Context: an optimization exercise on an open-source flow, tuned for small area, a short achievable clock period and few clock cycles. The choices shown serve that exercise and are no tape-out recipe.
At most, simulation tests tie the RTL to the original design; equivalence was not proved.
No functional check of the RTL was part of run 3.
Power figures rest on the tool's default switching activity, not on a simulated workload.

$ cat flow/run.sh
#!/bin/bash
# Own flow: the standard layout, with small buffers on the ports and a lighter clock tree.
export BUFFER_PORTS_ARGS="-buffer_cell sky130_fd_sc_hd__buf_1"
export CTS_ARGS="-sink_clustering_enable -repair_clock_nets -buf_list sky130_fd_sc_hd__clkbuf_8 -dont_use_dummy_load"
bash standard.sh finish > standard.log 2>&1
$ cat design.v
module convolution
(
output [4:0] memX_addr,
input      [7:0] dataX,
output [4:0] memY_addr,
input      [7:0] dataY,
input start,
output [15:0] dataZ,
output [5:0] memZ_addr,
output writeZ,
input      [4:0] sizeX,
input      [4:0] sizeY,
input            shape,
output busy,
output done,
input clk,
input rst_n
);
   reg        done_r;     
   reg        act;        
   reg        on;         
   reg        l1, l2, l3, wz;
   reg        f1, f2, f3;
   reg [4:0]  lo;
   reg [4:0]  j, i;
   reg        dir, fst;
   reg [7:0]  xr, yr;
   reg [15:0] ps, pc;
   wire [15:0] ms, mc;
   reg [7:0]  acc_lo, acc_hi;    
   reg        cy;                
   reg [5:0]  zaddr;
   reg [4:0] lo_t, him1_t;
   reg       empty_t;
   always @(*) begin
      case (sizeX)
         5'd1: lo_t = 5'd29;
         5'd2: lo_t = 5'd29;
         5'd3: lo_t = 5'd30;
         5'd4: lo_t = 5'd30;
         5'd5: lo_t = 5'd31;
         5'd6: lo_t = 5'd31;
         5'd7: lo_t = 5'd0;
         5'd8: lo_t = 5'd0;
         5'd9: lo_t = 5'd1;
         5'd10: lo_t = 5'd1;
         5'd11: lo_t = 5'd2;
         5'd12: lo_t = 5'd2;
         5'd13: lo_t = 5'd3;
         5'd14: lo_t = 5'd3;
         5'd15: lo_t = 5'd4;
         5'd16: lo_t = 5'd4;
         5'd17: lo_t = 5'd5;
         5'd18: lo_t = 5'd5;
         5'd19: lo_t = 5'd6;
         5'd20: lo_t = 5'd6;
         5'd21: lo_t = 5'd7;
         5'd22: lo_t = 5'd7;
         5'd23: lo_t = 5'd8;
         5'd24: lo_t = 5'd8;
         5'd25: lo_t = 5'd9;
         5'd26: lo_t = 5'd9;
         5'd27: lo_t = 5'd10;
         5'd28: lo_t = 5'd10;
         5'd29: lo_t = 5'd11;
         5'd30: lo_t = 5'd11;
         5'd31: lo_t = 5'd12;
         5'd0: lo_t = 5'd0;
         default: lo_t = 5'd0;
      endcase
      case (sizeX)
         5'd1: him1_t = 5'd30;
         5'd2: him1_t = 5'd31;
         5'd3: him1_t = 5'd1;
         5'd4: him1_t = 5'd2;
         5'd5: him1_t = 5'd4;
         5'd6: him1_t = 5'd5;
         5'd7: him1_t = 5'd7;
         5'd8: him1_t = 5'd8;
         5'd9: him1_t = 5'd10;
         5'd10: him1_t = 5'd11;
         5'd11: him1_t = 5'd13;
         5'd12: him1_t = 5'd14;
         5'd13: him1_t = 5'd16;
         5'd14: him1_t = 5'd17;
         5'd15: him1_t = 5'd19;
         5'd16: him1_t = 5'd20;
         5'd17: him1_t = 5'd22;
         5'd18: him1_t = 5'd23;
         5'd19: him1_t = 5'd25;
         5'd20: him1_t = 5'd26;
         5'd21: him1_t = 5'd28;
         5'd22: him1_t = 5'd29;
         5'd23: him1_t = 5'd31;
         5'd24: him1_t = 5'd0;
         5'd25: him1_t = 5'd2;
         5'd26: him1_t = 5'd3;
         5'd27: him1_t = 5'd5;
         5'd28: him1_t = 5'd6;
         5'd29: him1_t = 5'd8;
         5'd30: him1_t = 5'd9;
         5'd31: him1_t = 5'd11;
         5'd0: him1_t = 5'd0;
         default: him1_t = 5'd0;
      endcase
      case (sizeX)
         5'd1: empty_t = 1'b0;
         5'd2: empty_t = 1'b1;
         5'd3: empty_t = 1'b1;
         5'd4: empty_t = 1'b1;
         5'd5: empty_t = 1'b1;
         5'd6: empty_t = 1'b1;
         5'd7: empty_t = 1'b0;
         5'd8: empty_t = 1'b0;
         5'd9: empty_t = 1'b0;
         5'd10: empty_t = 1'b0;
         5'd11: empty_t = 1'b0;
         5'd12: empty_t = 1'b0;
         5'd13: empty_t = 1'b0;
         5'd14: empty_t = 1'b0;
         5'd15: empty_t = 1'b0;
         5'd16: empty_t = 1'b0;
         5'd17: empty_t = 1'b0;
         5'd18: empty_t = 1'b0;
         5'd19: empty_t = 1'b0;
         5'd20: empty_t = 1'b0;
         5'd21: empty_t = 1'b0;
         5'd22: empty_t = 1'b0;
         5'd23: empty_t = 1'b1;
         5'd24: empty_t = 1'b1;
         5'd25: empty_t = 1'b1;
         5'd26: empty_t = 1'b1;
         5'd27: empty_t = 1'b1;
         5'd28: empty_t = 1'b1;
         5'd29: empty_t = 1'b1;
         5'd30: empty_t = 1'b1;
         5'd31: empty_t = 1'b1;
         5'd0: empty_t = 1'b1;
         default: empty_t = 1'b1;
      endcase
   end
   wire [4:0] jp = j + 5'd1;
   wire [4:0] jm = j - 5'd1;
   wire [4:0] ip = i + 5'd1;
   wire [4:0] im = i - 5'd1;
   wire [4:0] him1  = him1_t;
   wire       empty = empty_t;
   wire at_lo = (zaddr == {1'b0, lo});
   wire fin_w = ~done_r & wz & shape & (zaddr == {1'b0, him1});    
   wire j_top = (jp == sizeX);
   wire i_top = (ip == sizeY);
   wire j_bot = (j == 5'd0);
   wire i_bot = (i == 5'd0);
   wire lastK = dir ? (j_bot | i_top) : (j_top | i_bot);
   wire corner = j_top & i_top;
   wire adv  = on ? lastK : 1'b1;
   wire rsel = on ? dir : 1'b1;
   wire jdec = ~adv & dir;
   wire jinc = (~adv & ~dir) | (adv & (rsel ? i_top : ~j_top));
   wire idec = ~adv & ~dir;
   wire iinc = (~adv & dir) | (adv & (rsel ? ~i_top : j_top));
   wire [15:0] accg = f3 ? 16'd0 : {acc_hi, acc_lo};
   wire        cyg  = ~f3 & cy;
   wire [15:0] as   = accg ^ ps ^ pc;
   wire [15:0] ac   = (accg & ps) | (accg & pc) | (ps & pc);
   wire [8:0]  sum_lo = {1'b0, as[7:0]} + {1'b0, ac[6:0], 1'b0};
   wire [7:0]  sum_hi = as[15:8] + ac[14:7] + {7'd0, cyg};
   always @(posedge clk or negedge rst_n) begin
      if (!rst_n) begin
         done_r <= 1'b1;
         act    <= 1'b0;
         on     <= 1'b0;
         l1 <= 1'b0; l2 <= 1'b0; l3 <= 1'b0;
         wz <= 1'b0;
      end else begin
         if (done_r) begin
            if (start) begin
               done_r <= 1'b0;
               act    <= 1'b1;
               on     <= ~shape;
            end
         end else if (fin_w) begin
            done_r <= 1'b1;
            act    <= 1'b0;
            on     <= 1'b0;
         end else if (act & ~on) begin
            if (empty | (corner & ~at_lo)) begin
               act    <= 1'b0;
               done_r <= 1'b1;
            end else if (at_lo) begin
               on <= 1'b1;
            end
         end else if (act) begin
            if (corner) begin
               act <= 1'b0;
               on  <= 1'b0;
            end
         end else if (wz & ~l3 & ~l2 & ~l1) begin
            done_r <= 1'b1;
         end
         l1 <= on & lastK & ~fin_w;
         l2 <= l1 & ~fin_w;
         l3 <= l2 & ~fin_w;
         wz <= l3 & ~fin_w;
      end
   end
   always @(posedge clk) begin
      if (done_r) begin
         j     <= 5'd0;
         i     <= 5'd0;
         dir   <= 1'b0;
         fst   <= 1'b1;
         zaddr <= 6'd0;
      end else begin
         if (act & ~(~on & at_lo)) begin
            j <= jdec ? jm : (jinc ? jp : j);
            i <= idec ? im : (iinc ? ip : i);
            if (adv) dir <= on & ~dir;
            fst <= adv;
         end
         if (wz | (act & ~on & ~at_lo)) zaddr <= zaddr + 6'd1;
      end
      lo <= lo_t;
      f1 <= fst; f2 <= f1; f3 <= f2;
      xr  <= dataX;
      yr  <= dataY;
      ps  <= ms;
      pc  <= mc;
      acc_lo <= sum_lo[7:0];
      cy     <= sum_lo[8];
      acc_hi <= sum_hi;
   end
   wire m_pp0_0 = xr[0] & yr[0];
   wire m_pp0_1 = xr[0] & yr[1];
   wire m_pp0_2 = xr[0] & yr[2];
   wire m_pp0_3 = xr[0] & yr[3];
   wire m_pp0_4 = xr[0] & yr[4];
   wire m_pp0_5 = xr[0] & yr[5];
   wire m_pp0_6 = xr[0] & yr[6];
   wire m_pp0_7 = xr[0] & yr[7];
   wire m_pp1_0 = xr[1] & yr[0];
   wire m_pp1_1 = xr[1] & yr[1];
   wire m_pp1_2 = xr[1] & yr[2];
   wire m_pp1_3 = xr[1] & yr[3];
   wire m_pp1_4 = xr[1] & yr[4];
   wire m_pp1_5 = xr[1] & yr[5];
   wire m_pp1_6 = xr[1] & yr[6];
   wire m_pp1_7 = xr[1] & yr[7];
   wire m_pp2_0 = xr[2] & yr[0];
   wire m_pp2_1 = xr[2] & yr[1];
   wire m_pp2_2 = xr[2] & yr[2];
   wire m_pp2_3 = xr[2] & yr[3];
   wire m_pp2_4 = xr[2] & yr[4];
   wire m_pp2_5 = xr[2] & yr[5];
   wire m_pp2_6 = xr[2] & yr[6];
   wire m_pp2_7 = xr[2] & yr[7];
   wire m_pp3_0 = xr[3] & yr[0];
   wire m_pp3_1 = xr[3] & yr[1];
   wire m_pp3_2 = xr[3] & yr[2];
   wire m_pp3_3 = xr[3] & yr[3];
   wire m_pp3_4 = xr[3] & yr[4];
   wire m_pp3_5 = xr[3] & yr[5];
   wire m_pp3_6 = xr[3] & yr[6];
   wire m_pp3_7 = xr[3] & yr[7];
   wire m_pp4_0 = xr[4] & yr[0];
   wire m_pp4_1 = xr[4] & yr[1];
   wire m_pp4_2 = xr[4] & yr[2];
   wire m_pp4_3 = xr[4] & yr[3];
   wire m_pp4_4 = xr[4] & yr[4];
   wire m_pp4_5 = xr[4] & yr[5];
   wire m_pp4_6 = xr[4] & yr[6];
   wire m_pp4_7 = xr[4] & yr[7];
   wire m_pp5_0 = xr[5] & yr[0];
   wire m_pp5_1 = xr[5] & yr[1];
   wire m_pp5_2 = xr[5] & yr[2];
   wire m_pp5_3 = xr[5] & yr[3];
   wire m_pp5_4 = xr[5] & yr[4];
   wire m_pp5_5 = xr[5] & yr[5];
   wire m_pp5_6 = xr[5] & yr[6];
   wire m_pp5_7 = xr[5] & yr[7];
   wire m_pp6_0 = xr[6] & yr[0];
   wire m_pp6_1 = xr[6] & yr[1];
   wire m_pp6_2 = xr[6] & yr[2];
   wire m_pp6_3 = xr[6] & yr[3];
   wire m_pp6_4 = xr[6] & yr[4];
   wire m_pp6_5 = xr[6] & yr[5];
   wire m_pp6_6 = xr[6] & yr[6];
   wire m_pp6_7 = xr[6] & yr[7];
   wire m_pp7_0 = xr[7] & yr[0];
   wire m_pp7_1 = xr[7] & yr[1];
   wire m_pp7_2 = xr[7] & yr[2];
   wire m_pp7_3 = xr[7] & yr[3];
   wire m_pp7_4 = xr[7] & yr[4];
   wire m_pp7_5 = xr[7] & yr[5];
   wire m_pp7_6 = xr[7] & yr[6];
   wire m_pp7_7 = xr[7] & yr[7];
   wire m_1;
   wire m_2;
   wire m_3;
   wire m_4;
   wire m_5;
   wire m_6;
   wire m_7;
   wire m_8;
   wire m_9;
   wire m_10;
   wire m_11;
   wire m_12;
   wire m_13;
   wire m_14;
   wire m_15;
   wire m_16;
   wire m_17;
   wire m_18;
   wire m_19;
   wire m_20;
   wire m_21;
   wire m_22;
   wire m_23;
   wire m_24;
   wire m_25;
   wire m_26;
   wire m_27;
   wire m_28;
   wire m_29;
   wire m_30;
   wire m_31;
   wire m_32;
   wire m_33;
   wire m_34;
   wire m_35;
   wire m_36;
   wire m_37;
   wire m_38;
   wire m_39;
   wire m_40;
   wire m_41;
   wire m_42;
   wire m_43;
   wire m_44;
   wire m_45;
   wire m_46;
   wire m_47;
   wire m_48;
   wire m_49;
   wire m_50;
   wire m_51;
   wire m_52;
   wire m_53;
   wire m_54;
   wire m_55;
   wire m_56;
   wire m_57;
   wire m_58;
   wire m_59;
   wire m_60;
   wire m_61;
   wire m_62;
   wire m_63;
   wire m_64;
   wire m_65;
   wire m_66;
   wire m_67;
   wire m_68;
   wire m_69;
   wire m_70;
   wire m_71;
   wire m_72;
   wire m_73;
   wire m_74;
   wire m_75;
   wire m_76;
   wire m_77;
   wire m_78;
   wire m_79;
   wire m_80;
   wire m_81;
   wire m_82;
   wire m_83;
   wire m_84;
   assign m_1 = m_pp0_6 ^ m_pp1_5;
   assign m_2 = m_pp0_6 & m_pp1_5;
   assign m_3 = m_pp0_7 ^ m_pp1_6 ^ m_pp2_5;
   assign m_4 = (m_pp0_7 & m_pp1_6) | (m_pp0_7 & m_pp2_5) | (m_pp1_6 & m_pp2_5);
   assign m_5 = m_pp3_4 ^ m_pp4_3;
   assign m_6 = m_pp3_4 & m_pp4_3;
   assign m_7 = m_pp1_7 ^ m_pp2_6 ^ m_pp3_5;
   assign m_8 = (m_pp1_7 & m_pp2_6) | (m_pp1_7 & m_pp3_5) | (m_pp2_6 & m_pp3_5);
   assign m_9 = m_pp4_4 ^ m_pp5_3;
   assign m_10 = m_pp4_4 & m_pp5_3;
   assign m_11 = m_pp2_7 ^ m_pp3_6 ^ m_pp4_5;
   assign m_12 = (m_pp2_7 & m_pp3_6) | (m_pp2_7 & m_pp4_5) | (m_pp3_6 & m_pp4_5);
   assign m_13 = m_pp0_4 ^ m_pp1_3;
   assign m_14 = m_pp0_4 & m_pp1_3;
   assign m_15 = m_pp0_5 ^ m_pp1_4 ^ m_pp2_3;
   assign m_16 = (m_pp0_5 & m_pp1_4) | (m_pp0_5 & m_pp2_3) | (m_pp1_4 & m_pp2_3);
   assign m_17 = m_pp3_2 ^ m_pp4_1;
   assign m_18 = m_pp3_2 & m_pp4_1;
   assign m_19 = m_1 ^ m_pp2_4 ^ m_pp3_3;
   assign m_20 = (m_1 & m_pp2_4) | (m_1 & m_pp3_3) | (m_pp2_4 & m_pp3_3);
   assign m_21 = m_pp4_2 ^ m_pp5_1 ^ m_pp6_0;
   assign m_22 = (m_pp4_2 & m_pp5_1) | (m_pp4_2 & m_pp6_0) | (m_pp5_1 & m_pp6_0);
   assign m_23 = m_2 ^ m_3 ^ m_5;
   assign m_24 = (m_2 & m_3) | (m_2 & m_5) | (m_3 & m_5);
   assign m_25 = m_pp5_2 ^ m_pp6_1 ^ m_pp7_0;
   assign m_26 = (m_pp5_2 & m_pp6_1) | (m_pp5_2 & m_pp7_0) | (m_pp6_1 & m_pp7_0);
   assign m_27 = m_4 ^ m_6 ^ m_7;
   assign m_28 = (m_4 & m_6) | (m_4 & m_7) | (m_6 & m_7);
   assign m_29 = m_9 ^ m_pp6_2 ^ m_pp7_1;
   assign m_30 = (m_9 & m_pp6_2) | (m_9 & m_pp7_1) | (m_pp6_2 & m_pp7_1);
   assign m_31 = m_8 ^ m_10 ^ m_11;
   assign m_32 = (m_8 & m_10) | (m_8 & m_11) | (m_10 & m_11);
   assign m_33 = m_pp5_4 ^ m_pp6_3 ^ m_pp7_2;
   assign m_34 = (m_pp5_4 & m_pp6_3) | (m_pp5_4 & m_pp7_2) | (m_pp6_3 & m_pp7_2);
   assign m_35 = m_12 ^ m_pp3_7 ^ m_pp4_6;
   assign m_36 = (m_12 & m_pp3_7) | (m_12 & m_pp4_6) | (m_pp3_7 & m_pp4_6);
   assign m_37 = m_pp5_5 ^ m_pp6_4 ^ m_pp7_3;
   assign m_38 = (m_pp5_5 & m_pp6_4) | (m_pp5_5 & m_pp7_3) | (m_pp6_4 & m_pp7_3);
   assign m_39 = m_pp4_7 ^ m_pp5_6 ^ m_pp6_5;
   assign m_40 = (m_pp4_7 & m_pp5_6) | (m_pp4_7 & m_pp6_5) | (m_pp5_6 & m_pp6_5);
   assign m_41 = m_pp0_3 ^ m_pp1_2;
   assign m_42 = m_pp0_3 & m_pp1_2;
   assign m_43 = m_13 ^ m_pp2_2 ^ m_pp3_1;
   assign m_44 = (m_13 & m_pp2_2) | (m_13 & m_pp3_1) | (m_pp2_2 & m_pp3_1);
   assign m_45 = m_14 ^ m_15 ^ m_17;
   assign m_46 = (m_14 & m_15) | (m_14 & m_17) | (m_15 & m_17);
   assign m_47 = m_16 ^ m_18 ^ m_19;
   assign m_48 = (m_16 & m_18) | (m_16 & m_19) | (m_18 & m_19);
   assign m_49 = m_20 ^ m_22 ^ m_23;
   assign m_50 = (m_20 & m_22) | (m_20 & m_23) | (m_22 & m_23);
   assign m_51 = m_24 ^ m_26 ^ m_27;
   assign m_52 = (m_24 & m_26) | (m_24 & m_27) | (m_26 & m_27);
   assign m_53 = m_28 ^ m_30 ^ m_31;
   assign m_54 = (m_28 & m_30) | (m_28 & m_31) | (m_30 & m_31);
   assign m_55 = m_32 ^ m_34 ^ m_35;
   assign m_56 = (m_32 & m_34) | (m_32 & m_35) | (m_34 & m_35);
   assign m_57 = m_36 ^ m_38 ^ m_39;
   assign m_58 = (m_36 & m_38) | (m_36 & m_39) | (m_38 & m_39);
   assign m_59 = m_40 ^ m_pp5_7 ^ m_pp6_6;
   assign m_60 = (m_40 & m_pp5_7) | (m_40 & m_pp6_6) | (m_pp5_7 & m_pp6_6);
   assign m_61 = m_pp0_2 ^ m_pp1_1;
   assign m_62 = m_pp0_2 & m_pp1_1;
   assign m_63 = m_41 ^ m_pp2_1 ^ m_pp3_0;
   assign m_64 = (m_41 & m_pp2_1) | (m_41 & m_pp3_0) | (m_pp2_1 & m_pp3_0);
   assign m_65 = m_42 ^ m_43 ^ m_pp4_0;
   assign m_66 = (m_42 & m_43) | (m_42 & m_pp4_0) | (m_43 & m_pp4_0);
   assign m_67 = m_44 ^ m_45 ^ m_pp5_0;
   assign m_68 = (m_44 & m_45) | (m_44 & m_pp5_0) | (m_45 & m_pp5_0);
   assign m_69 = m_46 ^ m_47 ^ m_21;
   assign m_70 = (m_46 & m_47) | (m_46 & m_21) | (m_47 & m_21);
   assign m_71 = m_48 ^ m_49 ^ m_25;
   assign m_72 = (m_48 & m_49) | (m_48 & m_25) | (m_49 & m_25);
   assign m_73 = m_50 ^ m_51 ^ m_29;
   assign m_74 = (m_50 & m_51) | (m_50 & m_29) | (m_51 & m_29);
   assign m_75 = m_52 ^ m_53 ^ m_33;
   assign m_76 = (m_52 & m_53) | (m_52 & m_33) | (m_53 & m_33);
   assign m_77 = m_54 ^ m_55 ^ m_37;
   assign m_78 = (m_54 & m_55) | (m_54 & m_37) | (m_55 & m_37);
   assign m_79 = m_56 ^ m_57 ^ m_pp7_4;
   assign m_80 = (m_56 & m_57) | (m_56 & m_pp7_4) | (m_57 & m_pp7_4);
   assign m_81 = m_58 ^ m_59 ^ m_pp7_5;
   assign m_82 = (m_58 & m_59) | (m_58 & m_pp7_5) | (m_59 & m_pp7_5);
   assign m_83 = m_60 ^ m_pp6_7 ^ m_pp7_6;
   assign m_84 = (m_60 & m_pp6_7) | (m_60 & m_pp7_6) | (m_pp6_7 & m_pp7_6);
   assign ms = {1'b0, m_84, m_82, m_80, m_78, m_76, m_74, m_72, m_70, m_68, m_66, m_64, m_62, m_61, m_pp0_1, m_pp0_0};
   assign mc = {1'b0, m_pp7_7, m_83, m_81, m_79, m_77, m_75, m_73, m_71, m_69, m_67, m_65, m_63, m_pp2_0, m_pp1_0, 1'b0};
   assign memX_addr = j;
   assign memY_addr = i;
   assign memZ_addr = zaddr;
   assign dataZ     = {acc_hi + {7'd0, cy}, acc_lo};
   assign writeZ    = wz;
   assign done      = done_r;
   assign busy      = ~done_r;
endmodule
$ cat constraint.sdc
create_clock -name core_clock -period 6.0 [get_ports {clk}]
set_input_delay 1.2000 -clock core_clock [delete_from_list [all_inputs] [get_ports {clk}]]
set_output_delay 1.2000 -clock core_clock [all_outputs]
set_load 0.01 [all_outputs]
$ cat standard.sh
#!/bin/bash
# synth_recipe.tcl (not shown) runs the flow's synth.tcl, then flattens the netlist and writes it again
# the make line also repeats each setting of config.mk as NAME=value (left out here)
make -C /OpenROAD-flow-scripts/flow DESIGN_CONFIG=/design/flow/config.mk WORK_HOME=/design/flow/orfs CLKGATE_MAP_FILE= SYNTH_SCRIPT=/design/flow/synth_recipe.tcl "${@:-finish}"
$ cat config.mk
export PLATFORM = sky130hd
export DESIGN_NAME = convolution
export DESIGN_NICKNAME = convolution
export VERILOG_FILES = /design/flow/design.v
export SDC_FILE = /design/flow/constraint.sdc
export NUM_CORES = 4
export LEC_CHECK = 0
export ABC_CLOCK_PERIOD_IN_PS = 2500
export CAP_MARGIN = 20
export CORE_MARGIN = 2
export CORE_UTILIZATION = 55
export CTS_BUF_LIST = sky130_fd_sc_hd__clkbuf_8
export PLACE_DENSITY = 0.7
export SETUP_SLACK_MARGIN = 3.3
export SLEW_MARGIN = 20
==> impl_results.md, run 1 <==
- Layout Nets: approximately 740
- Status: no timing/DRC/antenna violations
- Setup violations, final: 0
- Chip height: between 100 and 150 µm
- Initial antenna violation count: 0
- Critical path startpoint category: flop
- Path type of the worst setup path: flop to primary output
- # hold bufs at CTS: 0
- Clock skew: a little over 0.02 ns
- Synth area leaders: dfxtp_1, fa_1, ha_1
- Die area: around 11000 µm²
- Clock buffer depth: 2
- HPWL after detailed placement: 8010 µm
- Cell taking the most area after synthesis: dfxtp_1
- Fin cells: approximately 760
- FF-to-FF path depth: 7
- Peak Freq: 0.352 GHz
- FFs w/ async S/R, synth: 0.0737
- Effective utilization at floorplan: 0.559
- Pwr dens: around 400 nW/µm²
- CTS tree: built
- Synth-to-layout area growth: 13.8%
- Unique cell type count in the Yosys netlist: 58
- Crit path capture type: primary output
- MaxCap Viol Count: 0
- Hold Path End: f3$_DFF_P_
- Worst-path fanout max: 3
- Rows: 37
- CP required: between 4 and 5 ns
- Normalized max-slew margin: 0.731
- Top-area cell type share of the netlist area: 0.310
- CTS HTree Levels: 3
- # placed instances: 743
- Critical Path AT: between 1.5 and 2 ns
- Total grt overflow: 0
- Chip Width: between 100 and 150 µm
- Worst Tran Pin Value: about 0.4 ns
- Critical R2R Launch: yr[5]$_DFF_P_
- Final number of hold-violating endpoints: 0
- 1st-pass router iterations: 4
- Clock slew at reported path FFs: around 0.090 ns
- Max-slew violation count: 0
- Leak: between 2 and 3 nW
- Initial drt markers: 90
- Syn Area/Cell: ~10 µm²
- Hold path start: f2$_DFF_P_
- Sequential-to-total area share from yosys stat: 0.341
- Vias post-DR: 3913
- Wire length per cell: around 13 µm
- Reg2Reg Setup Slack: ~3.3 ns
- Vias in the first global route: between 4000 and 5000
- Yosys warnings: 1
- Min-Delay Path Class: flop to flop
- Hold Crit Depth: 0
- Setup TNS: 0 ns
- Critical R2R Capture: pc[9]$_DFF_P_
- Clock Tree Root: clkbuf_8
- Syn_nets: 671
- First-pass GRT wire length: about 17000 µm
- Core footprint: 10200 µm²
- Top-level port count: 65
- Register bit total from synthesis: 95
- RSZ-0062 raised after global routing: true
- Final critical-path required period: about 2.8 ns
- Worst skew pair latency: between 0.3 and 0.4 ns
- Tcrit/Tclk final: 0.474
- Number of synthesized flops with an enable pin: 0
- Gp weighted congestion: just under 0.9
- Antenna-violating nets left: 0
- Largest net degree at the start of global routing: 27
- DRC violations left: 0
- Post-Syn Area: between 5000 and 6000 µm²
- CTS buffer count: 9
- Post-Synthesis Cells: ~560
- Main synth FF type: dfxtp_1
- Gr usage total: 0.193
- Number of buffer cells added on primary ports: 64
- Clk sinks: 95
- Via density: about 5
- Share of layout cells above drive strength 1: 0.134
- Wirelength, routed: 10300 µm
- ANT cells: 0
- Worst vdd ir: 0.000213 V
[repair_timing]
| action | 4_1_cts | 5_1_grt |
|---|---|---|
| setup buffers | 2 | 9 |
| cloned | 0 | 0 |
| gates resized for setup | 27 | 39 |
| pin swaps | 1 | 10 |
| setup endpoints to repair | 27 | 25 |
[area by class of cell]
type	count	area (µm²)
fill	847	3700
tap	136	170
sequential	95	1970
clock buffer	9	124
inverter	57	221
multi-input combinational	391	3630
timing repair buffer	75	369
[Yosys cell counts, types with 4 or more instances]
| library cell | instances |
|---|---|
| a21o_1 | 8 |
| a21oi_1 | 20 |
| and2_1 | 51 |
| and3_1 | 4 |
| buf_2 | 6 |
| clkbuf_1 | 5 |
| dfrtp_1 | 6 |
| dfxtp_1 | 88 |
| fa_1 | 52 |
| ha_1 | 33 |
| inv_1 | 57 |
| mux2i_1 | 4 |
| nand2_1 | 30 |
| nand2b_1 | 5 |
| nand3_1 | 10 |
| nor2_1 | 27 |
| nor2b_1 | 22 |
| nor4_1 | 4 |
| o21ai_0 | 13 |
| or3_1 | 5 |
| xnor2_1 | 34 |
| xor2_1 | 15 |
[state kept, by name (all words and copies together) (netlist names), 5 cells and up]
signal  cells
j           5
i           5
lo          5
acc_lo      8
acc_hi      8
pc         14
xr          8
yr          8
zaddr       6
ps         15
[worst max path at each step]
stage	startpoint	end	slack [ns]
floorplan	sizeX[2]	i[3]$_SDFFE_PP0P_	3.09
global placement	sizeX[2]	act$_DFFE_PN0P_	2.75
detailed placement	sizeX[1]	act$_DFFE_PN0P_	2.64
CTS	cy$_DFF_P_	dataZ[15]	3.12
global route	cy$_DFF_P_	dataZ[15]	3.09
finish	cy$_DFF_P_	dataZ[15]	3.16
[placed cells by master (no fill, tap or decap), types with 3 or more instances in the layout]
master and instances:
xor2_1 15, buf_4 11, o21ai_0 13, dfxtp_4 5, fa_1 51, dfxtp_1 77, a211oi_1 3, a31o_1 3
ha_4 3, nor2b_1 19, xnor2_1 33, dfrtp_1 6, dfxtp_2 6, clkbuf_8 9, a21oi_2 4, nand3_1 9
a21oi_1 17, nor2b_2 3, buf_2 4, mux2i_1 4, nor2_1 27, nand2_1 30, inv_1 55, and2_1 51
nor4_1 3, o21bai_1 3, a21o_1 7, buf_1 56, ha_1 28, nand2b_1 5, or3_1 3
[where the power goes]
group          switching, mW  internal (mW)
combinational          0.641          0.587
clock                  0.189          0.135
sequential             0.187          0.825
total                   1.02           1.55
[stage by stage]
step | utilization | hold WS, ns | power, mW | area (µm²) | worst slack, ns
final | 0.636 | 0.321 | 2.56 | 6480 | 3.16
after global routing | 0.636 | 0.325 | 2.81 | 6480 | 3.09
after CTS | 0.615 | 0.327 | 2.51 | 6260 | 3.12
after detailed placement | 0.596 | 0.316 | 2.17 | 6070 | 2.64
after global placement | 0.596 | 0.311 | 2.11 | 6070 | 2.75
after floorplan | - | 0.310 | 1.91 | 5740 | 3.09
[cell families (layout without fill, tap and decap cells)]
family / count (synthesis) / after routing / share of synthesized area
DFF: 95 / 95 / 0.341
AOI/OAI and AO/OA: 77 / 77 / 0.0950
muxes: 7 / 7 / 0.0163
adders and majority gates: 85 / 85 / 0.255
xor gates and xnor gates: 50 / 50 / 0.0783
buffers and inverters: 70 / 141 / 0.0495
and+or+nand+nor: 172 / 172 / 0.165
[per-layer routing]
metal  up-vias  global-route usage  wire length (µm)
li1       1936                   -                 -
met1      1893               0.208              4200
met2        63               0.364              5550
met3        21              0.0377               309
met4         0              0.0827               210
met5         -                   0                 0
[worst max-delay path, stage by stage (launching register included)]
cell     delay (ns)
dfxtp_2        0.36
ha_4           0.14
and3_4         0.18
nand3_2        0.09
or2_4          0.26
xnor2_1        0.11
buf_2          0.14
Testbench counts, summed over its fixed seeds: cycles 40,586.
==> inputs of run 2 (changes only) <==
--- a/config.mk
+++ b/config.mk
@@ -11,5 +11,5 @@
 export CORE_UTILIZATION = 55
 export CTS_BUF_LIST = sky130_fd_sc_hd__clkbuf_8
 export PLACE_DENSITY = 0.7
-export SETUP_SLACK_MARGIN = 3.3
+export SETUP_SLACK_MARGIN = 3.2
 export SLEW_MARGIN = 20
==> impl_results.md, run 2 <==
- Mux contribution to synthesized area: 0.0163
- Post-Synthesis Cells: ~560
- Clk sinks: 95
- Wire length per cell: ~14 µm
- Synth cell count leaders: dfxtp_1, inv_1, fa_1
- Post-Syn Area: roughly 5700 µm²
- Vias in the first global route: about 4000
- Largest net degree at the start of global routing: 27
- Final number of hold-violating endpoints: 0
- Setup WS pre-CTS: 2.58 ns
- Hold Crit Depth: 0
- CTS buffer count: 9
- Area share of xor/xnor cells in the synthesized design: 0.0783
- Top-area cell type share of the netlist area: 0.310
- Die area: 11200 µm²
- Adder-cell share of the synthesized area: 0.255
- Crit path capture type: primary output
- Syn_nets: approximately 670
- Final critical-path required period: about 2.8 ns
- Setup TNS: 0 ns
- Total grt overflow: 0
- Initial drt markers: between 50 and 60
- 1st-pass router iterations: 4
- Biggest regs: ps: 15 flops, pc: 14 flops
- Worst Tran Pin Value: approximately 0.44 ns
- Total of fill cells in the finished design: a little under 900
- Peak Freq: between 0.3 and 0.4 GHz
- Leak: around 2.8 nW
- Syn Area/Cell: between 10 and 15 µm²
- # hold bufs at CTS: 0
- Chip Width: 106 µm
- Largest register FFs: 15
- RSZ-0062 raised after global routing: true
- Yosys warnings: 1
- Final Worst Setup Slack: around 3.2 ns
- Register bit total from synthesis: 95
- Max-slew violation count: 0
- Chip height: approximately 110 µm
- Clock skew: roughly 0.010 ns
- Min-Delay Path Class: flop to flop
- Worst skew pair latency: between 0.3 and 0.4 ns
- Synth area leaders: dfxtp_1, fa_1, ha_1
- Main synth FF type: dfxtp_1
- Setup violations, final: 0
- Unique cell type count in the Yosys netlist: just under 60
- FF-to-FF path depth: 7
- Gr usage total: 0.201
- Path type of the worst setup path: flop to primary output
- Clock buffer depth: 2
- Sequential-to-total area share from yosys stat: 0.341
- Tcrit/Tclk final: 0.472
- Top reg by flops: ps
- Worst vdd ir: between 0.00015 and 0.0002 V
- Gp weighted congestion: 0.866
- Most frequent cell after synthesis: dfxtp_1
- Top-level port count: 65
- Number of buffer cells added on primary ports: 64
- Layout Nets: about 740
- First-pass GRT wire length: about 18000 µm
- Pwr dens: between 300 and 400 nW/µm²
- Leading cell type in the layout, fill and taps excluded: dfxtp_1
- Number of synthesized flops with an enable pin: 0
- ANT cells: 0
- Critical path startpoint category: flop
- Clock Tree Root: clkbuf_8
- CTS HTree Levels: 3
- Largest family of logic cells by synthesized area: adder cells
- HPWL after detailed placement: roughly 8000 µm
- Effective utilization at floorplan: 0.559
- DRC violations left: 0
- CTS tree: built
- Synth-to-layout area growth: 11.9%
- Post-synthesis compound-gate area fraction: 0.0950
- Share of layout cells above drive strength 1: 0.111
- Worst-path fanout max: 3
- Initial antenna violation count: 0
- Vias post-DR: 3857
- Status: no timing/DRC/antenna violations
- Clock slew at reported path FFs: about 0.080 ns
- Via density: 5.11
- CP required: between 4 and 5 ns
- Wirelength, routed: between 10000 and 15000 µm
- Critical Path AT: approximately 1.6 ns
- Commonest cells after routing, fill and taps aside: dfxtp_1, buf_1, inv_1
- Cell taking the most area after synthesis: dfxtp_1
- Core footprint: ~10000 µm²
- Normalized max-slew margin: 0.702
- MaxCap Viol Count: 0
- Rows: 37
- FFs w/ async S/R, synth: 0.0737
- Antenna-violating nets left: 0
- Synth Area in Simple Gates: 0.165
## run 2: report_power, final
group	internal [mW]	total [mW]	switching, mW
sequential	0.826	1.03	0.200
combinational	0.557	1.16	0.604
clock	0.135	0.324	0.190
total	1.52	2.51	0.994
## run 2: final timing paths
path	startpoint	endpoint	slack [ns]
max	cy$_DFF_P_	dataZ[15]	3.17
min	f1$_DFF_P_	f2$_DFF_P_	0.32
max reg2reg	yr[7]$_DFF_P_	pc[9]$_DFF_P_	3.30
min reg2reg	f1$_DFF_P_	f2$_DFF_P_	0.32
max in group asynchronous	rst_n	done_r$_DFF_PN1_	4.97
min in group asynchronous	rst_n	act$_DFFE_PN0P_	0.73
## run 2: kinds of logic (layout without fill, tap and decap cells)
| kind of cell | after synthesis | in the layout |
|---|---|---|
| AND/OR/NAND/NOR | 172 | 172 |
| flip-flops | 95 | 95 |
| adder cells (fa/ha/maj) | 85 | 85 |
| AO/OA/AOI/OAI | 77 | 77 |
| buffers and inverters | 70 | 133 |
| XOR/XNOR | 50 | 50 |
| multiplexers | 7 | 7 |
## run 2: critical path, cell delays in order (launching register included)
cell and delay (ns):
dfxtp_2 0.36, ha_4 0.15, and3_4 0.18, nand3_2 0.09, or2_4 0.25, xnor2_2 0.12, buf_2 0.13
## run 2: stage by stage
stage	hold slack (ns)	total power [mW]	std cells	utilization	cell area, µm²
floorplan	0.310	1.91	556	-	5730
finish	0.320	2.51	755	0.625	6370
global placement	0.312	2.11	743	0.596	6070
CTS	0.321	2.51	754	0.613	6240
detailed placement	0.313	2.17	743	0.596	6070
global route	0.334	2.76	755	0.625	6370
## run 2: routing by layer
| layer | up-vias | share of wire | track usage |
|---|---|---|---|
| li1 | 1920 | - | - |
| met1 | 1851 | 0.41 | 0.226 |
| met2 | 64 | 0.53 | 0.367 |
| met3 | 22 | 0.030 | 0.0408 |
| met4 | 0 | 0.025 | 0.0836 |
| met5 | - | 0 | 0 |
## run 2: area by class of cell
class	count	area (µm²)	area share
multi-input cells	391	3620	0.569
well taps	136	170	0.0267
clock buffers	9	124	0.0194
inverters	57	219	0.0344
repair buffers	67	275	0.0432
flip-flops and latches	95	1960	0.307
## run 2: repair_timing
action / 4_1_cts / 5_1_grt
buffers inserted: 2 / 1
endpoints found under the hold margin: 0 / 0
pin swaps: 2 / 9
gates resized for setup: 14 / 33
endpoints found under the setup margin: 17 / 19
==> inputs of run 3 (changes only) <==
--- a/design.v
+++ b/design.v
@@ -27,8 +27,9 @@
    reg [7:0]  xr, yr;
    reg [15:0] ps, pc;
    wire [15:0] ms, mc;
-   reg [7:0]  acc_lo, acc_hi;    
-   reg        cy;                
+   reg [11:0] acc_lo;            
+   reg [3:0]  acc_hi;            
+   reg        cy;
    reg [5:0]  zaddr;
    reg [4:0] lo_t, him1_t;
    reg       empty_t;
@@ -163,8 +164,8 @@
    wire        cyg  = ~f3 & cy;
    wire [15:0] as   = accg ^ ps ^ pc;
    wire [15:0] ac   = (accg & ps) | (accg & pc) | (ps & pc);
-   wire [8:0]  sum_lo = {1'b0, as[7:0]} + {1'b0, ac[6:0], 1'b0};
-   wire [7:0]  sum_hi = as[15:8] + ac[14:7] + {7'd0, cyg};
+   wire [12:0] sum_lo = {1'b0, as[11:0]} + {1'b0, ac[10:0], 1'b0};
+   wire [3:0]  sum_hi = as[15:12] + ac[14:11] + {3'd0, cyg};
    always @(posedge clk or negedge rst_n) begin
       if (!rst_n) begin
          done_r <= 1'b1;
@@ -226,8 +227,8 @@
       yr  <= dataY;
       ps  <= ms;
       pc  <= mc;
-      acc_lo <= sum_lo[7:0];
-      cy     <= sum_lo[8];
+      acc_lo <= sum_lo[11:0];
+      cy     <= sum_lo[12];
       acc_hi <= sum_hi;
    end
    wire m_pp0_0 = xr[0] & yr[0];
@@ -467,7 +468,7 @@
    assign memX_addr = j;
    assign memY_addr = i;
    assign memZ_addr = zaddr;
-   assign dataZ     = {acc_hi + {7'd0, cy}, acc_lo};
+   assign dataZ     = {acc_hi + {3'd0, cy}, acc_lo};
    assign writeZ    = wz;
    assign done      = done_r;
    assign busy      = ~done_r;
--- a/config.mk
+++ b/config.mk
@@ -11,5 +11,5 @@
 export CORE_UTILIZATION = 55
 export CTS_BUF_LIST = sky130_fd_sc_hd__clkbuf_8
 export PLACE_DENSITY = 0.7
-export SETUP_SLACK_MARGIN = 3.2
+export SETUP_SLACK_MARGIN = 3.3
 export SLEW_MARGIN = 20
==> impl_results.md, run 3 <==
- Most frequent cell after synthesis: dfxtp_1
- CTS tree: built
- MaxCap Viol Count: 0
- Synth-to-layout area growth: 15.0%
- Critical path startpoint category: primary input
- Synth cell count leaders: dfxtp_1, inv_1, and2_1
- Effective utilization at floorplan: 0.564
- Wire length per cell: 13.5 µm
- Initial drt markers: approximately 120
- Chip Width: 107 µm
- Syn_nets: about 700
- Vias post-DR: roughly 4200
- Post-synthesis compound-gate area fraction: 0.0978
- Clock slew at reported path FFs: ~0.08 ns
- CTS HTree Levels: 3
- Sequential-to-total area share from yosys stat: 0.335
- Rows: 37
- Critical R2R Capture: pc[9]$_DFF_P_
- Critical R2R Launch: yr[7]$_DFF_P_
- Peak Freq: ~0.36 GHz
- Antenna-violating nets left: 0
- Status: no timing/DRC/antenna violations
- Via density: 5.24
- Gr usage total: 0.200
- Top-level port count: 65
- Worst Tran Pin Value: about 0.93 ns
- CTS buffer count: 9
- Largest net degree at the start of global routing: 17
- Post-Synthesis Cells: ~590
- FFs w/ async S/R, synth: 0.0737
- Path type of the worst setup path: primary input to flop
- Gp weighted congestion: between 0.8 and 0.9
- Area share of xor/xnor cells in the synthesized design: 0.0620
- Register bit total from synthesis: 95
- Sequential Power Share: 0.369
- Layout Nets: about 800
- Core footprint: about 10000 µm²
- Initial antenna violation count: 0
- Post-Syn Area: 5790 µm²
- RSZ-0062 raised after global routing: true
- Clock network fraction of design power: 0.121
- Hold path start: f2$_DFF_P_
- Reg2Reg Setup Slack: ~3.3 ns
- Gate power share: 0.511
- Worst vdd ir: approximately 0.00024 V
- Critical path buffers and inverters: 1
- Share of layout cells above drive strength 1: 0.136
- Net Sw Power: 1.10 mW
- Final number of hold-violating endpoints: 0
- Largest family of logic cells by synthesized area: adder cells
- Min-Delay Path Class: flop to flop
- Crit path capture type: flop
- Cell taking the most area after synthesis: dfxtp_1
- Leading cell type in the layout, fill and taps excluded: dfxtp_1
- Slowest library cell on the worst path: a221o_2
- ANT cells: 0
- First-pass GRT wire length: 18300 µm
- Clk sinks: 95
- FF-to-FF path depth: 7
- Crit-path cells: buf_12, xor2_4, xnor2_2, nor3_4, a21oi_4, a221o_2, a211oi_2, mux2_4
- Setup TNS: 0 ns
- # hold bufs at CTS: 0
- Clock skew: around 0.013 ns
- Internal: roughly 1.6 mW
- Clock Tree Root: clkbuf_8
- Mux contribution to synthesized area: 0.0171
- Clock buffer depth: 2
- Main synth FF type: dfxtp_1
- Top-area cell type share of the netlist area: 0.304
- Switching part of the total: 0.410
- Die area: roughly 11000 µm²
- Tcrit/Tclk final: 0.460
- Setup violations, final: 0
- Wirelength, routed: between 10000 and 15000 µm
- Final Worst Setup Slack: between 3 and 4 ns
- Top cell family by delay on the critical path: compound AO/OA/AOI/OAI gates
- Number of buffer cells added on primary ports: 64
- Syn Area/Cell: between 9 and 10 µm²
- Max-slew violation count: 0
- Synth area leaders: dfxtp_1, fa_1, ha_1
- Biggest regs: ps: 15 flops, pc: 14 flops, acc_lo: 12 flops
- Top reg by flops: ps
- Adder-cell share of the synthesized area: 0.251
- Largest register FFs: 15
- Commonest cells after routing, fill and taps aside: dfxtp_1, inv_1, buf_1
- Vias in the first global route: 4210
- Total grt overflow: 0
- Synth Area in Simple Gates: 0.171
- Pwr dens: 401 nW/µm²
- DRC violations left: 0
- Yosys warnings: 1
- Hold Crit Depth: 0
- Chip height: 107 µm
- Final critical-path required period: 2.76 ns
- Normalized max-slew margin: 0.375
- Worst-path fanout max: 5
- Worst skew pair latency: ~0.35 ns
- Critical Path AT: 3.00 ns
- CP required: around 6.2 ns
- Slowest stage delay, CP: ~0.40 ns
- Number of synthesized flops with an enable pin: 0
- Hold Path End: f3$_DFF_P_
- Leak: between 2 and 3 nW
- Setup WS pre-CTS: around 2.4 ns
- Critical Path Start: sizeX[3]
- 1st-pass router iterations: 4
- HPWL after detailed placement: roughly 8300 µm
- Unique cell type count in the Yosys netlist: 62
-- run 3: cell types whose count changed in the layout (fill, tap and decap cells not counted), moves of 6 or more --
cell	change
buf_4	+10
inv_1	+23
dfxtp_2	-9
nor3_1	+6
nor2b_1	-7
a21oi_1	-6
nand2b_1	+8
o21ai_0	-6
dfxtp_4	+7
-- run 3: how the worst max path moves through the flow --
stage / slack (ns) / endpoint / cells after the start
final: 3.24 / i[2]$_SDFFE_PP0P_ / 8
after detailed placement: 2.42 / i[2]$_SDFFE_PP0P_ / 8
after global placement: 2.54 / i[2]$_SDFFE_PP0P_ / 8
after global routing: 3.17 / i[4]$_SDFFE_PP0P_ / 9
after CTS: 3.24 / i[2]$_SDFFE_PP0P_ / 8
after floorplan: 3.06 / i[2]$_SDFFE_PP0P_ / 9
-- run 3: power groups by stage --
stage	combinational (mW)	sequential, mW	clock, mW
2_1_floorplan	1.02	0.965	0
6_report	1.36	0.985	0.322
3_5_place_dp	1.24	1.02	0
4_1_cts	1.31	0.988	0.333
5_1_grt	1.55	1.01	0.358
3_3_place_gp	1.19	1.01	0
-- run 3: routing by layer --
| metal | vias to the layer above | GRT usage | part of all wire |
|---|---|---|---|
| li1 | 2045 | - | - |
| met1 | 2039 | 0.228 | 0.41 |
| met2 | 83 | 0.378 | 0.54 |
| met3 | 10 | 0.0401 | 0.040 |
| met4 | 0 | 0.0547 | 0.011 |
| met5 | - | 0 | 0 |
-- run 3: cell families (layout without fill, tap and decap cells) --
kind of cell | after synthesis | count (layout)
simple gates | 181 | 181
buf+inv | 99 | 172
flops | 95 | 95
fa+ha+maj | 85 | 85
compound gates | 79 | 79
xor+xnor | 41 | 41
mux | 8 | 8
-- run 3: area by class of cell --
type,count,area [µm²]
clock buffer,9,124
sequential,95,1970
timing repair buffer,80,429
inverter,83,322
multi-input combinational,394,3640
tap,136,170
fill,866,3620
-- run 3: per-stage QoR --
step / util / cell area (µm²) / hold WS, ns / total power [mW] / std cells
after global placement: 0.601 / 6180 / 0.313 / 2.20 / 772
after global routing: 0.648 / 6660 / 0.335 / 2.93 / 797
after floorplan: - / 5850 / 0.310 / 1.98 / 588
after detailed placement: 0.601 / 6180 / 0.312 / 2.26 / 772
after CTS: 0.623 / 6400 / 0.324 / 2.63 / 786
final: 0.648 / 6660 / 0.321 / 2.67 / 797
-- run 3: timing repair --
item,4_1_cts,5_1_grt
setup endpoints to repair,29,19
pin swaps,7,19
buffers inserted,5,10
gates cloned,0,1
resized for setup,28,50
==> inputs of run 4 (changes only) <==
--- a/design.v
+++ b/design.v
@@ -27,8 +27,8 @@
    reg [7:0]  xr, yr;
    reg [15:0] ps, pc;
    wire [15:0] ms, mc;
-   reg [11:0] acc_lo;            
-   reg [3:0]  acc_hi;            
+   reg [9:0]  acc_lo;            
+   reg [5:0]  acc_hi;            
    reg        cy;
    reg [5:0]  zaddr;
    reg [4:0] lo_t, him1_t;
@@ -164,8 +164,8 @@
    wire        cyg  = ~f3 & cy;
    wire [15:0] as   = accg ^ ps ^ pc;
    wire [15:0] ac   = (accg & ps) | (accg & pc) | (ps & pc);
-   wire [12:0] sum_lo = {1'b0, as[11:0]} + {1'b0, ac[10:0], 1'b0};
-   wire [3:0]  sum_hi = as[15:12] + ac[14:11] + {3'd0, cyg};
+   wire [10:0] sum_lo = {1'b0, as[9:0]} + {1'b0, ac[8:0], 1'b0};
+   wire [5:0]  sum_hi = as[15:10] + ac[14:9] + {5'd0, cyg};
    always @(posedge clk or negedge rst_n) begin
       if (!rst_n) begin
          done_r <= 1'b1;
@@ -227,8 +227,8 @@
       yr  <= dataY;
       ps  <= ms;
       pc  <= mc;
-      acc_lo <= sum_lo[11:0];
-      cy     <= sum_lo[12];
+      acc_lo <= sum_lo[9:0];
+      cy     <= sum_lo[10];
       acc_hi <= sum_hi;
    end
    wire m_pp0_0 = xr[0] & yr[0];
@@ -468,7 +468,7 @@
    assign memX_addr = j;
    assign memY_addr = i;
    assign memZ_addr = zaddr;
-   assign dataZ     = {acc_hi + {3'd0, cy}, acc_lo};
+   assign dataZ     = {acc_hi + {5'd0, cy}, acc_lo};
    assign writeZ    = wz;
    assign done      = done_r;
    assign busy      = ~done_r;
==> impl_results.md, run 4 <==
- Commonest cells after routing, fill and taps aside: dfxtp_1, inv_1, buf_1
- Tcrit/Tclk final: 0.443
- Initial antenna violation count: 0
- Chip height: 105 µm
- Critical Path AT: 2.88 ns
- Syn Area/Cell: approximately 10 µm²
- CTS HTree Levels: 3
- Worst skew pair latency: 0.36 ns
- Layout Nets: 756
- HPWL after detailed placement: between 8000 and 9000 µm
- CP required: roughly 6.2 ns
- Gp weighted congestion: just over 0.8
- Main synth FF type: dfxtp_1
- MaxCap Viol Count: 0
- Clock skew: between 0.02 and 0.03 ns
- Most frequent cell after synthesis: dfxtp_1
- Post-Syn Area: between 5000 and 6000 µm²
- Syn_nets: roughly 680
- Switching part of the total: 0.398
- Register bit total from synthesis: 95
- Effective utilization at floorplan: 0.572
- Final critical-path required period: 2.66 ns
- Biggest regs: ps: 15 flops, pc: 14 flops, acc_lo: 10 flops
- Share of layout cells above drive strength 1: 0.121
- Top-area cell type share of the netlist area: 0.312
- First-pass GRT wire length: 17900 µm
- Wirelength, routed: 10300 µm
- Number of buffer cells added on primary ports: 64
- Setup TNS: 0 ns
- Top reg by flops: ps
- Via density: roughly 5.1
- RSZ-0062 raised after global routing: true
- Synth area leaders: dfxtp_1, fa_1, ha_1
- Crit path capture type: flop
- Post-Synthesis Cells: between 500 and 600
- Vias in the first global route: slightly above 4000
- Path type of the worst setup path: flop to flop
- Chip Width: between 100 and 150 µm
- CTS tree: built
- Antenna-violating nets left: 0
- Setup violations, final: 0
- Clock slew at reported path FFs: about 0.080 ns
- Critical path startpoint category: flop
- Total of fill cells in the finished design: about 820
- Worst vdd ir: 0.000227 V
- Final number of hold-violating endpoints: 0
- Largest net degree at the start of global routing: 18
- Top-level port count: 65
- Die area: around 11000 µm²
- Status: no timing/DRC/antenna violations
- 1st-pass router iterations: 4
- Gr usage total: 0.198
- Unique cell type count in the Yosys netlist: 62
- CTS buffer count: 9
- Synth cell count leaders: dfxtp_1, inv_1, and2_1
- Yosys warnings: 1
- FFs w/ async S/R, synth: 0.0737
- Net Sw Power: between 1 and 1.5 mW
- Synth-to-layout area growth: 13.7%
- Sequential-to-total area share from yosys stat: 0.344
- Rows: 36
- Leak: between 2 and 3 nW
- Number of synthesized flops with an enable pin: 0
- Worst-path fanout max: 8
- Clock network fraction of design power: 0.128
- Min-Delay Path Class: flop to flop
- Wire length per cell: between 10 and 15 µm
- Total grt overflow: 0
- DRC violations left: 0
- Normalized max-slew margin: 0.620
- Gate power share: 0.478
- Initial drt markers: about 110
- Peak Freq: between 0.3 and 0.4 GHz
- Max-slew violation count: 0
- Cell taking the most area after synthesis: dfxtp_1
- Core footprint: slightly below 10000 µm²
- Vias post-DR: slightly below 4000
- Internal: 1.51 mW
- Sequential Power Share: 0.393
- Pwr dens: roughly 390 nW/µm²
- Largest register FFs: 15
- Clock Tree Root: clkbuf_8
- Total power: 2.51 mW
- Worst Tran Pin Value: 0.555 ns
- Clock buffer depth: 2
- Leading cell type in the layout, fill and taps excluded: dfxtp_1
- ANT cells: 0
- Clk sinks: 95
-- run 4: cell count changes after synthesis, moves of 4 or more --
cell,change
clkbuf_1,-5
nand2_1,+7
nand2b_1,-10
inv_1,-19
xor2_1,+4
mux2_2,-4
-- run 4: through the flow --
step	cells	hold slack, ns	setup slack, ns	utilization	area, µm²
2_1_floorplan	560	0.310	3.32	-	5670
6_report	772	0.312	3.34	0.650	6410
3_5_place_dp	747	0.315	2.65	0.612	6030
5_1_grt	772	0.319	3.25	0.650	6410
4_1_cts	764	0.312	3.30	0.634	6250
3_3_place_gp	747	0.311	2.75	0.612	6030
-- run 4: area by class of cell --
class	instances	area, µm²	share of cell area
inverter	64	240	0.0375
timing repair buffer	80	372	0.0580
tap	133	166	0.0260
sequential	95	1980	0.309
multi-input combinational	391	3530	0.551
clock buffer	9	124	0.0193
-- run 4: repair_timing --
action | 4_1_cts | 5_1_grt
setup endpoints to repair | 26 | 25
resized for setup | 21 | 33
pin swaps | 3 | 12
buffers inserted | 8 | 8
hold buffers | 0 | 0
-- run 4: cell families after synthesis --
kind of cell | share of synthesized area
XOR/XNOR | 0.0683
AO/OA/AOI/OAI | 0.0974
buffers and inverters | 0.0497
flip-flops | 0.344
multiplexers | 0.0142
AND/OR/NAND/NOR | 0.169
adder cells (fa/ha/maj) | 0.258
-- run 4: worst max-delay path: stages (launching register included) --
cell     delay (ns)
dfxtp_4        0.38
and2_4         0.15
fa_1           0.49
fa_1           0.52
inv_1          0.05
fa_1           0.47
inv_1          0.05
fa_1           0.42
-- run 4: routing by layer --
| metal | wire (µm) | track usage |
|---|---|---|
| met1 | 4460 | 0.231 |
| met2 | 5330 | 0.359 |
| met3 | 375 | 0.0402 |
| met4 | 178 | 0.0724 |
| met5 | 0 | 0 |
-- run 4: path summary, 6_finish.rpt --
path | startpoint | endpoint | slack [ns] | depth (start not counted)
min | f2$_DFF_P_ | f3$_DFF_P_ | 0.31 | 0
min in group asynchronous | rst_n | act$_DFFE_PN0P_ | 0.73 | 1
max reg2reg | xr[4]$_DFF_P_ | pc[9]$_DFF_P_ | 3.34 | 7
max in group asynchronous | rst_n | done_r$_DFF_PN1_ | 4.95 | 1
min reg2reg | f2$_DFF_P_ | f3$_DFF_P_ | 0.31 | 0
max | xr[4]$_DFF_P_ | pc[9]$_DFF_P_ | 3.34 | 7
-- run 4: power by group through the flow --
stage | logic (mW) | registers (mW) | clock network, mW
detailed placement | 1.11 | 1.02 | 0
floorplan | 0.875 | 0.970 | 0
finish | 1.20 | 0.988 | 0.322
global placement | 1.06 | 1.01 | 0
CTS | 1.18 | 0.986 | 0.334
global route | 1.37 | 1.02 | 0.358
Testbench counts of run 4, summed over its fixed seeds: cycles 40,586.
==> inputs of run 5 (changes only) <==
--- a/config.mk
+++ b/config.mk
@@ -11,5 +11,5 @@
 export CORE_UTILIZATION = 55
 export CTS_BUF_LIST = sky130_fd_sc_hd__clkbuf_8
 export PLACE_DENSITY = 0.7
-export SETUP_SLACK_MARGIN = 3.3
+export SETUP_SLACK_MARGIN = 3.4
 export SLEW_MARGIN = 20
==> impl_results.md, run 5 <==
- First-pass GRT wire length: ~18000 µm
- RSZ-0062 raised after global routing: true
- Top reg by flops: ps
- Critical path buffers and inverters: 2
- Crit path capture type: flop
- CTS buffer count: 9
- Synth-to-layout area growth: 16.8%
- Share of layout cells above drive strength 1: 0.156
- Clock slew at reported path FFs: 0.08 ns
- DP Area: about 6000 µm²
- # hold bufs at CTS: 0
- Via density: roughly 5.2
- Top cell family by delay on the critical path: adder cells
- Pwr dens: between 300 and 400 nW/µm²
- Post-Synthesis Cells: 560
- Fin util: 0.668
- Initial drt markers: roughly 100
- CTS tree: built
- Largest net degree at the start of global routing: 18
- CP required: ~6.3 ns
- Clock Tree Root: clkbuf_8
- ANT cells: 0
- Leak: between 2 and 3 nW
- Critical Path AT: 2.95 ns
- Most frequent cell after synthesis: dfxtp_1
- Synth cell count leaders: dfxtp_1, inv_1, and2_1
- Sequential-to-total area share from yosys stat: 0.344
- Tcrit/Tclk final: 0.444
- Cell taking the most area after synthesis: dfxtp_1
- Largest register FFs: 15
- Syn_nets: between 600 and 700
- Commonest cells after routing, fill and taps aside: dfxtp_1, buf_1, inv_1
- Gp weighted congestion: just under 0.9
- Yosys warnings: 1
- Vias post-DR: 4030
- Clock skew: approximately 0.019 ns
- Layout Nets: 759
- 1st-pass router iterations: 4
- FFs w/ async S/R, synth: 0.0737
- Min-Delay Path Class: flop to flop
- Clock buffer depth: 2
- Final critical-path required period: around 2.7 ns
- Clk sinks: between 90 and 100
- Effective utilization at floorplan: 0.572
- Top-area cell type share of the netlist area: 0.312
- Number of synthesized flops with an enable pin: 0
- Total of fill cells in the finished design: about 770
- Worst vdd ir: between 0.0002 and 0.00025 V
- Vias in the first global route: between 4000 and 5000
- Rows: 36
- Slowest library cell on the worst path: fa_2
- Core footprint: approximately 9900 µm²
- Peak Freq: around 0.38 GHz
- Leading cell type in the layout, fill and taps excluded: dfxtp_1
- Worst Tran Pin Value: between 0.6 and 0.7 ns
- Syn Area/Cell: roughly 10 µm²
- Biggest regs: ps: 15 flops, pc: 14 flops, acc_lo: 10 flops
- Final Worst Setup Slack: around 3.3 ns
- Total grt overflow: 0
- Chip height: 105 µm
- Final number of hold-violating endpoints: 0
- Max-slew violation count: 0
- Die area: approximately 11000 µm²
- Worst skew pair latency: about 0.36 ns
- Post-Syn Area: 5640 µm²
- Setup WS pre-CTS: ~2.7 ns
- DRC violations left: 0
- Synth area leaders: dfxtp_1, fa_1, ha_1
- Top-level port count: between 60 and 70
- HPWL after detailed placement: ~8000 µm
- Post-layout instance area: around 6600 µm²
- Status: no timing/DRC/antenna violations
- Setup TNS: 0 ns
- Setup violations, final: 0
- Number of buffer cells added on primary ports: 64
- Antenna-violating nets left: 0
- Register bit total from synthesis: 95
- Wire length per cell: roughly 14 µm
- Gr usage total: 0.202
- MaxCap Viol Count: 0
- Worst-path fanout max: 7
- Path type of the worst setup path: flop to flop
- Crit-path cells: and2_4, fa_2, fa_1, inv_2, fa_1, inv_2, fa_2
- Critical path startpoint category: flop
- Chip Width: ~110 µm
- Unique cell type count in the Yosys netlist: 62
- Initial antenna violation count: 0
- Normalized max-slew margin: 0.571
- Slowest stage delay, CP: roughly 0.51 ns
- Main synth FF type: dfxtp_1
- CTS HTree Levels: 3
- Wirelength, routed: 10700 µm
[run 5: changes by cell type in the layout (fill, tap and decap cells not counted), moves of 3 or more]
cell   previous run  this run
inv_2             2         6
ha_1             31        28
buf_6             0         3
buf_2             6         2
inv_1            62        56
[run 5: power breakdown]
group	leakage [nW]	internal (mW)	switching (mW)
registers	0.824	0.821	0.164
logic	1.98	0.597	0.682
clock network	0.0647	0.135	0.187
[run 5: metrics by stage]
stage / hold WS, ns / power (mW) / instances
2_1_floorplan: 0.310 / 1.85 / 560
3_3_place_gp: 0.311 / 2.07 / 747
3_5_place_dp: 0.314 / 2.13 / 747
4_1_cts: 0.335 / 2.50 / 766
5_1_grt: 0.337 / 2.83 / 775
6_report: 0.333 / 2.59 / 775
[run 5: routing by layer]
metal	routed length [µm]	track usage
met1	4490	0.236
met2	5670	0.371
met3	336	0.0383
met4	197	0.0667
met5	0	0
[run 5: worst reg2reg max path: cells and delay by family, from the launching register on]
kind	cells	cell delay (ns)
buffers and inverters	2	0.08
adder cells (fa/ha/maj)	4	1.97
AND/OR/NAND/NOR	1	0.17
flip-flops	1	0.38
[run 5: final cells by class]
| class | instances | area (µm²) | area share |
|---|---|---|---|
| multi-input cells | 391 | 3630 | 0.552 |
| flip-flops and latches | 95 | 1980 | 0.300 |
| repair buffers | 83 | 440 | 0.0669 |
| inverters | 64 | 245 | 0.0372 |
| well taps | 133 | 166 | 0.0253 |
| clock buffers | 9 | 124 | 0.0188 |
[run 5: path summary, 6_finish.rpt]
| kind | slack (ns) | startpoint | to | depth (start not counted) |
|---|---|---|---|---|
| hold / removal | 0.33 | f1$_DFF_P_ | f2$_DFF_P_ | 0 |
| setup / recovery | 3.33 | yr[5]$_DFF_P_ | pc[8]$_DFF_P_ | 7 |
| setup reg to reg | 3.33 | yr[5]$_DFF_P_ | pc[8]$_DFF_P_ | 7 |
| max in group asynchronous | 4.96 | rst_n | done_r$_DFF_PN1_ | 1 |
| hold reg to reg | 0.33 | f1$_DFF_P_ | f2$_DFF_P_ | 0 |
| min in group asynchronous | 0.73 | rst_n | l2$_DFF_PN0_ | 1 |
[run 5: what timing repair did]
| item | 4_1_cts | 5_1_grt |
|---|---|---|
| setup endpoints to repair | 37 | 29 |
| cloned | 0 | 0 |
| setup buffers | 10 | 9 |
| pin swaps | 5 | 29 |
| resized for setup | 38 | 51 |
[run 5: cell families (layout without fill, tap and decap cells)]
| logic type | count (synthesis) | in the layout | share of synthesized area |
|---|---|---|---|
| muxes | 7 | 7 | 0.0142 |
| xor gates and xnor gates | 44 | 44 | 0.0683 |
| adders and majority gates | 85 | 85 | 0.258 |
| DFF | 95 | 95 | 0.344 |
| AOI/OAI and AO/OA | 79 | 79 | 0.0974 |
| and+or+nand+nor | 176 | 176 | 0.169 |
| buffers and inverters | 74 | 156 | 0.0497 |
==> inputs of run 6 (changes only) <==
--- a/config.mk
+++ b/config.mk
@@ -11,5 +11,5 @@
 export CORE_UTILIZATION = 55
 export CTS_BUF_LIST = sky130_fd_sc_hd__clkbuf_8
 export PLACE_DENSITY = 0.7
-export SETUP_SLACK_MARGIN = 3.4
+export SETUP_SLACK_MARGIN = 3.1
 export SLEW_MARGIN = 20
==> impl_results.md, run 6 <==
- Most frequent cell after synthesis: dfxtp_1
- Initial antenna violation count: 0
- Effective utilization at floorplan: 0.572
- Final number of hold-violating endpoints: 0
- Internal: between 1 and 1.5 mW
- Register bit total from synthesis: 95
- Clock Tree Root: clkbuf_8
- ANT cells: 0
- Synth area leaders: dfxtp_1, fa_1, ha_1
- Biggest regs: ps: 15 flops, pc: 14 flops, acc_lo: 10 flops
- Status: no timing/DRC/antenna violations
- Tcrit/Tclk final: 0.465
- Total power: between 2 and 2.5 mW
- MaxCap Viol Count: 0
- Pwr dens: 395 nW/µm²
- Peak Freq: ~0.36 GHz
- Worst path most repeated cell: fa_1
- First-pass GRT wire length: 17600 µm
- Largest register FFs: 15
- Clock slew at reported path FFs: around 0.10 ns
- Wirelength, routed: roughly 10000 µm
- Critical path startpoint category: flop
- CTS HTree Levels: 3
- Fin cells: 761
- Top reg by flops: ps
- Chip height: around 110 µm
- Worst skew pair latency: roughly 0.37 ns
- # placed instances: around 750
- CP required: between 6 and 7 ns
- Syn_nets: 675
- RSZ-0062 raised after global routing: false
- Clock buffer depth: 2
- Via density: 5.12
- Gate power share: 0.458
- Die area: 11100 µm²
- Gr usage total: 0.196
- CTS tree: built
- Min-Delay Path Class: flop to flop
- Share of layout cells above drive strength 1: 0.0541
- Sequential-to-total area share from yosys stat: 0.344
- Post-Synthesis Cells: 560
- Number of synthesized flops with an enable pin: 0
- HPWL after detailed placement: 7980 µm
- Post-Syn Area: between 5000 and 6000 µm²
- CTS buffer count: 9
- Total of fill cells in the finished design: approximately 850
- Crit-path cells: and2_1, fa_1, fa_1, inv_1, fa_1, inv_1, fa_1
- Final critical-path required period: between 2 and 3 ns
- Rows: 36
- Layout Nets: approximately 750
- Setup TNS: 0 ns
- Leading cell type in the layout, fill and taps excluded: dfxtp_1
- Path type of the worst setup path: flop to flop
- Crit path capture type: flop
- Slowest stage delay, CP: a little under 0.5 ns
- Yosys warnings: 1
- Net Sw Power: around 970 µW
- Top-level port count: between 60 and 70
- Top-area cell type share of the netlist area: 0.312
- Critical Path AT: between 3 and 4 ns
- DRC violations left: 0
- Synth cell count leaders: dfxtp_1, inv_1, and2_1
- Leak: approximately 2.7 nW
- Chip Width: around 110 µm
- Commonest cells after routing, fill and taps aside: dfxtp_1, inv_1, buf_1
- Unique cell type count in the Yosys netlist: 62
- Antenna-violating nets left: 0
- Clk sinks: 95
- Main synth FF type: dfxtp_1
- Vias in the first global route: roughly 4000
- Reg2Reg Setup Slack: 3.21 ns
- Initial drt markers: about 100
- Total grt overflow: 0
- Max-slew violation count: 0
- Sequential Power Share: 0.410
- Normalized max-slew margin: 0.615
- Syn Area/Cell: about 10 µm²
- Clock network fraction of design power: 0.132
- Worst vdd ir: 0.000172 V
- Vias post-DR: ~4000
- Setup violations, final: 0
- Worst-path fanout max: 8
- Largest net degree at the start of global routing: 27
- Hold_ws: roughly 0.33 ns
- Worst Tran Pin Value: between 0.5 and 0.6 ns
- FFs w/ async S/R, synth: 0.0737
- Slowest library cell on the worst path: fa_1
- Clock skew: approximately 0.027 ns
- Fin util: 0.627
- Wire length per cell: 13.2 µm
- 1st-pass router iterations: 4
- Number of buffer cells added on primary ports: 64
- Switching part of the total: 0.397
- Gp weighted congestion: ~0.86
- Cell taking the most area after synthesis: dfxtp_1
- Core footprint: between 9000 and 10000 µm²
- Synth-to-layout area growth: 9.63%
-- run 6: cell types whose count changed in the layout (fill, tap and decap cells not counted), sizes merged --
cell	change
clkbuf	+4
buf	-18
-- run 6: worst paths after layout --
path                                    end     startpoint  cells after the start
max                           pc[9]$_DFF_P_  xr[3]$_DFF_P_                      7
min                              f3$_DFF_P_     f2$_DFF_P_                      0
max reg2reg                   pc[9]$_DFF_P_  xr[3]$_DFF_P_                      7
min reg2reg                      f3$_DFF_P_     f2$_DFF_P_                      0
max in group asynchronous  done_r$_DFF_PN1_          rst_n                      1
min in group asynchronous      l2$_DFF_PN0_          rst_n                      1
-- run 6: cell type report --
class                           count  area [µm²]  area share
Multi-Input combinational cell    391        3420       0.553
Tap cell                          133         166      0.0269
Timing Repair Buffer               69         284      0.0459
Sequential cell                    95        1950       0.315
Clock buffer                        9         124      0.0200
Inverter                           64         240      0.0389
-- run 6: repair_timing --
item / CTS / global route
setup buffers: 0 / 5
resized for setup: 2 / 8
setup endpoints to repair: 6 / 19
hold buffers: 0 / 0
pin swaps: 0 / 3
-- run 6: per-layer routing --
metal | part of all wire | wire length (µm) | up-vias | track usage
met4 | 0.012 | 116 | 0 | 0.0648
met5 | 0 | 0 | - | 0
met2 | 0.53 | 5340 | 51 | 0.356
li1 | - | - | 1951 | -
met1 | 0.43 | 4290 | 1882 | 0.228
met3 | 0.028 | 282 | 9 | 0.0439
-- run 6: worst max-delay path, delay by kind of cell, from the launching register on --
kind                       cells  cell delay [ns]
DFF                            1             0.47
buffers and inverters          2             0.11
adders and majority gates      4             1.86
and+or+nand+nor                1             0.19
-- run 6: through the flow --
stage	instance area (µm²)	setup slack [ns]
after floorplan	5640	3.27
after global placement	6010	2.73
after detailed placement	6010	2.64
after CTS	6130	3.11
after global routing	6180	3.10
final	6180	3.21
-- run 6: kinds of logic (layout without fill, tap and decap cells) --
kind of cell	after synthesis	in the layout	synth area share
simple gates	176	176	0.169
flops	95	95	0.344
fa+ha+maj	85	85	0.258
compound gates	79	79	0.0974
buf+inv	74	142	0.0497
xor+xnor	44	44	0.0683
mux	7	7	0.0142
-- run 6: power by group through the flow --
stage                     clock [mW]  sequential (mW)  combinational [mW]
after global placement             0             1.01                1.05
after floorplan                    0            0.970               0.872
after CTS                      0.335             1.01                1.11
final                          0.323             1.00                1.12
after detailed placement           0             1.02                1.10
after global routing           0.356             1.03                1.29

-- port drivers added, routing unchanged --
How much do the figures lean on ideal ports? The routed layouts below were timed once more, with nothing changed but the port constraints. Step 1 (the two cells are an assumption about what drives the block):
set clk [get_ports {clk}]
set_driving_cell -lib_cell sky130_fd_sc_hd__clkbuf_16 $clk
set_driving_cell -lib_cell sky130_fd_sc_hd__buf_2 [delete_from_list [all_inputs] $clk]
Step 2 also shifts input and output timing later by t, the mid clock arrival at the registers, as if the neighbouring blocks saw the same clock. a / b / c = ideal / step 1 / step 2; a / b = the first two.
| run | shift t [ns] | slack for setup (ns) | latest minus earliest clock arrival (ns) | worst slew at a driven data input, ns |
|---|---|---|---|---|
| run 1 | 0.381 | 3.159 / 3.126 / 2.882 | 0.021 / 0.020 | 0.06 |
| run 2 | 0.383 | 3.165 / 3.131 / 2.891 | 0.011 / 0.011 | 0.05 |
| run 3 | 0.379 | 3.239 / 3.199 / 2.820 | 0.013 / 0.013 | 0.10 |
| run 4 | 0.382 | 3.345 / 3.345 / 3.008 | 0.025 / 0.026 | 0.05 |
| run 5 | 0.380 | 3.334 / 3.334 / 3.046 | 0.020 / 0.020 | 0.06 |
| run 6 | 0.390 | 3.212 / 3.212 / 2.935 | 0.028 / 0.027 | 0.04 |
After both steps every run listed still meets setup and hold. For run 3, which loses most, drivers alone change the setup slack by -0.040 ns; drivers and shift together by -0.419 ns.
